Context: an optimization exercise on an open-source flow, tuned for small area. The choices shown serve that exercise and are no tape-out recipe.
In this exercise RTL edits were held to simulation tests only and were not proved equivalent to the original.
The clock port is modelled as an ideal driver; clocking choices that lean on that would not hold on a real chip.
Power is estimated from default activity; no workload was simulated.

ember:
Design zacore_rf, start of the top module:
module zacore_rf #(
) (
    input logic i_clk,
    input logic i_rst, 
    input logic [4:0] rs1_index,
    input logic [4:0] rs2_index,
    input logic [4:0] rd_index,
    output logic [31:0] rs1,
    output logic [31:0] rs2,
    input logic [31:0] rd,
    input logic rd_write_enable
);
Size: ~2200 cells after synthesis, roughly 110 I/O pins.
export LEC_CHECK = 0
export CAP_MARGIN = 20
export CORE_MARGIN = 2
export CORE_UTILIZATION = 60
export SLEW_MARGIN = 20
export SYNTH_HIERARCHICAL = 1
create_clock -name core_clock -period 7.5 [get_ports {i_clk}]
standard.sh (not shown) runs the stock make flow with config.mk's settings and CLKGATE_MAP_FILE= SYNTH_SCRIPT=/design/flow/synth_recipe.tcl, a recipe that flattens the netlist after the stock synthesis.
==> flow/flow/run.sh <==
#!/bin/bash
# The standard ORFS layout (standard.sh, standard synthesis) with these
# layout changes:
#  - cells that synthesis sized up start at size _1 (flow/downsize.tcl), and
#    ABC's buffers are removed instead of sizing gates on wire-load timing;
#  - port buffers use the smallest buffer;
#  - clock tree: clkbuf_8 only, clusters of up to 16 sinks within 60 um, no
#    dummy loads;
#  - after clock tree synthesis, cells are sized down where setup slack and
#    20 % slew and capacitance margins allow (flow/shrink.tcl).
# The make/ORFS output goes to standard.log; each ORFS step keeps its own log
# under orfs/logs.
set -euo pipefail
here=$(pwd)
bash standard.sh \
  "PRE_FLOORPLAN_TCL=$here/flow/downsize.tcl" \
  "REMOVE_ABC_BUFFERS=1" \
  "BUFFER_PORTS_ARGS=-buffer_cell sky130_fd_sc_hd__buf_1" \
  "CTS_ARGS=-sink_clustering_enable -repair_clock_nets -dont_use_dummy_load -buf_list sky130_fd_sc_hd__clkbuf_8 -sink_clustering_size 16 -sink_clustering_max_diameter 60" \
  "POST_CTS_TCL=$here/flow/shrink.tcl" \
  finish > standard.log 2>&1
==> flow/flow/shrink.tcl <==
# Size combinational cells down where timing, slew and load limits allow.
# Greedy, one instance at a time on placement parasitics: try the smallest
# variant of the same function first and keep the first one that holds
# setup slack >= 0.3 ns and 20 % slew and capacitance margins (or the
# design's margin before the pass, if that is already smaller).
set_propagated_clock [all_clocks]
estimate_parasitics -placement
set db [ord::get_db]
set block [ord::get_db_block]
set sizes {0 1 2 3 4 6 8 12 16}
proc shrink_ok {slew0 cap0} {
  if {[sta::worst_slack -max] < 0.3} { return 0 }
  if {[sta::max_slew_check_slack_limit] < min(0.2, $slew0)} { return 0 }
  if {[sta::max_capacitance_check_slack_limit] < min(0.2, $cap0)} { return 0 }
  return 1
}
set slew0 [sta::max_slew_check_slack_limit]
set cap0 [sta::max_capacitance_check_slack_limit]
set area0 0; set area1 0; set n 0
foreach inst [$block getInsts] {
  set m [$inst getMaster]
  set name [$m getName]
  if {![regexp {^sky130_fd_sc_hd__([a-z0-9]+)_([0-9]+)$} $name -> base size]} { continue }
  if {[string match clk* $base] || [string match *df* $base] || [string match tap* $base]} { continue }
  set a [expr {[$m getWidth] * [$m getHeight]}]
  set cands {}
  foreach s $sizes {
    if {$s == $size} { continue }
    set c [$db findMaster sky130_fd_sc_hd__${base}_$s]
    if {$c == "NULL"} { continue }
    set ca [expr {[$c getWidth] * [$c getHeight]}]
    if {$ca < $a} { lappend cands [list $ca $c] }
  }
  if {$cands == {}} { continue }
  set iname [$inst getName]
  foreach cc [lsort -real -index 0 $cands] {
    set c [lindex $cc 1]
    replace_cell [get_cells $iname] [get_lib_cells */[$c getName]]
    if {[shrink_ok $slew0 $cap0]} {
      set area0 [expr {$area0 + $a}]; set area1 [expr {$area1 + [lindex $cc 0]}]; incr n
      break
    }
    replace_cell [get_cells $iname] [get_lib_cells */$name]
  }
}
puts [format "shrink.tcl: %d instances sized down, %.1f -> %.1f um2; worst slack %.3f, slew margin %.3f, cap margin %.3f" $n [expr {$area0/1e6}] [expr {$area1/1e6}] [sta::worst_slack -max] [sta::max_slew_check_slack_limit] [sta::max_capacitance_check_slack_limit]]
Other scripts of this flow, unchanged in this note and not shown: flow/flow/downsize.tcl
## Diff of input files: lagoon against ember
diff --git a/flow/flow/run.sh b/flow/flow/run.sh
--- a/flow/flow/run.sh
+++ b/flow/flow/run.sh
@@ -9,2 +9,2 @@
-#  - after clock tree synthesis, cells are sized down where setup slack and
-#    20 % slew and capacitance margins allow (flow/shrink.tcl).
+#  - after global routing, gates off the critical paths are sized down again
+#    (ORFS's power recovery on all paths with positive slack).
@@ -20 +20 @@
-  "POST_CTS_TCL=$here/flow/shrink.tcl" \
+  "RECOVER_POWER=100" \
removed: flow/flow/shrink.tcl
==> comparison <==
Row met1 layer wirelength in the final routing: lagoon lower / ember higher. | worst hold slack | higher: lagoon |. Looking at lagoon and ember, the final cell count is a wash. Relative to ember, the portion of the clock cycle consumed by the worst path in the final layout of lagoon is higher by 3.1 points. Finished, but not clean: lagoon, with max-capacitance violations, max-slew violations. Comparing ember against lagoon, there is no change at all in critical path depth. Setup slack ends up lower on lagoon. The utilization was comparable across lagoon and ember. ember -> lagoon: length of routed met3 wiring increased slightly. Shortest clock period the worst path allows after layout is higher on lagoon. The flip-flop and latch share of the layout cell area of lagoon and that of ember are within noise of each other.
Input changes introduced in yarrow (baseline for comparison: lagoon):
Settings: CORE_UTILIZATION now 50, was 60.
diff --git a/flow/flow/run.sh b/flow/flow/run.sh
--- a/flow/flow/run.sh
+++ b/flow/flow/run.sh
@@ -8,3 +8 @@
-#    dummy loads;
-#  - after global routing, gates off the critical paths are sized down again
-#    (ORFS's power recovery on all paths with positive slack).
+#    dummy loads.
@@ -20 +17,0 @@
-  "RECOVER_POWER=100" \
[summary]
- Run comparison: lagoon first element of the critical path rd_index[0]; yarrow first element of the critical path rd_index[1]
- Looking at power share of the clock group, yarrow sits 1.0 points higher than lagoon does.
- yarrow finished all stages; the layout is clean.
- Of the two candidates, lagoon has the worse least setup slack across all paths after layout and yarrow the better one.
- On total length of routed wires, yarrow tracks lagoon almost exactly.
## Diff of input files: garnet against yarrow
Settings: CORE_UTILIZATION changed from 50 to 65.
diff --git a/flow/flow/run.sh b/flow/flow/run.sh
--- a/flow/flow/run.sh
+++ b/flow/flow/run.sh
@@ -8 +8,3 @@
-#    dummy loads.
+#    dummy loads;
+#  - after clock tree synthesis, cells are sized down where setup slack and
+#    20 % slew and capacitance margins allow (flow/shrink.tcl).
@@ -17,0 +20 @@
+  "POST_CTS_TCL=$here/flow/shrink.tcl" \
==> flow/flow/shrink.tcl (new file) <==
# Size combinational cells down where timing, slew and load limits allow.
# Greedy, one instance at a time on placement parasitics: try the smallest
# variant of the same function first and keep the first one that holds
# setup slack >= 0.3 ns and 20 % slew and capacitance margins (or the
# design's margin before the pass, if that is already smaller).
set_propagated_clock [all_clocks]
estimate_parasitics -placement
set db [ord::get_db]
set block [ord::get_db_block]
set sizes {0 1 2 3 4 6 8 12 16}
proc shrink_ok {slew0 cap0} {
  if {[sta::worst_slack -max] < 0.3} { return 0 }
  if {[sta::max_slew_check_slack_limit] < min(0.2, $slew0)} { return 0 }
  if {[sta::max_capacitance_check_slack_limit] < min(0.2, $cap0)} { return 0 }
  return 1
}
set slew0 [sta::max_slew_check_slack_limit]
set cap0 [sta::max_capacitance_check_slack_limit]
set area0 0; set area1 0; set n 0
foreach inst [$block getInsts] {
  set m [$inst getMaster]
  set name [$m getName]
  if {![regexp {^sky130_fd_sc_hd__([a-z0-9]+)_([0-9]+)$} $name -> base size]} { continue }
  if {[string match clk* $base] || [string match *df* $base] || [string match tap* $base]} { continue }
  set a [expr {[$m getWidth] * [$m getHeight]}]
  set cands {}
  foreach s $sizes {
    if {$s == $size} { continue }
    set c [$db findMaster sky130_fd_sc_hd__${base}_$s]
    if {$c == "NULL"} { continue }
    set ca [expr {[$c getWidth] * [$c getHeight]}]
    if {$ca < $a} { lappend cands [list $ca $c] }
  }
  if {$cands == {}} { continue }
  set iname [$inst getName]
  foreach cc [lsort -real -index 0 $cands] {
    set c [lindex $cc 1]
    replace_cell [get_cells $iname] [get_lib_cells */[$c getName]]
    if {[shrink_ok $slew0 $cap0]} {
      set area0 [expr {$area0 + $a}]; set area1 [expr {$area1 + [lindex $cc 0]}]; incr n
      break
    }
    replace_cell [get_cells $iname] [get_lib_cells */$name]
  }
}
puts [format "shrink.tcl: %d instances sized down, %.1f -> %.1f um2; worst slack %.3f, slew margin %.3f, cap margin %.3f" $n [expr {$area0/1e6}] [expr {$area1/1e6}] [sta::worst_slack -max] [sta::max_slew_check_slack_limit] [sta::max_capacitance_check_slack_limit]]
--- outcome ---
and3_1 as the master of the slowest instance on the critical path was reported by garnet, and and3_2 by yarrow.
yarrow → garnet: worst hold slack decreased by 36 ps relative to the old numbers, global-route usage increased by 4.4 points relative to the old numbers, maximum vdd ir drop increased by 0.061 mV relative to the old numbers, fraction of area in multi-input gates closely matched the old numbers.

## afterwards: timing with drivers on the ports
The results above use ideal ports. As a check the final layouts listed here were re-extracted and re-timed, cells and wires unchanged. Step 1 assumes that a clkbuf_16 drives the clock port and a buf_2 every other input. Step 2 times the ports against the registers' clock, not the clock port: input delays grow and output delays shrink by t, the midpoint of the rising clock arrivals with the driver on. a / b / c = ideal ports / drivers / drivers and shift; a / b = the first two.
| run | t (ns) | slack for setup (ns) | hold slack, ns |
|---|---|---|---|
| ember | 0.761 | 0.689 / 0.662 / 0.662 | 1.206 / 1.167 / 1.928 |
| lagoon | 0.758 | 0.453 / 0.424 / 0.424 | 1.211 / 1.167 / 1.925 |
| yarrow | 0.757 | 1.046 / 1.021 / 1.021 | 1.266 / 1.218 / 1.975 |
| garnet | 0.726 | 0.505 / 0.475 / 0.475 | 1.229 / 1.191 / 1.917 |
For garnet, which loses most, drivers alone change the setup slack by -0.030 ns; drivers and shift together by -0.030 ns.
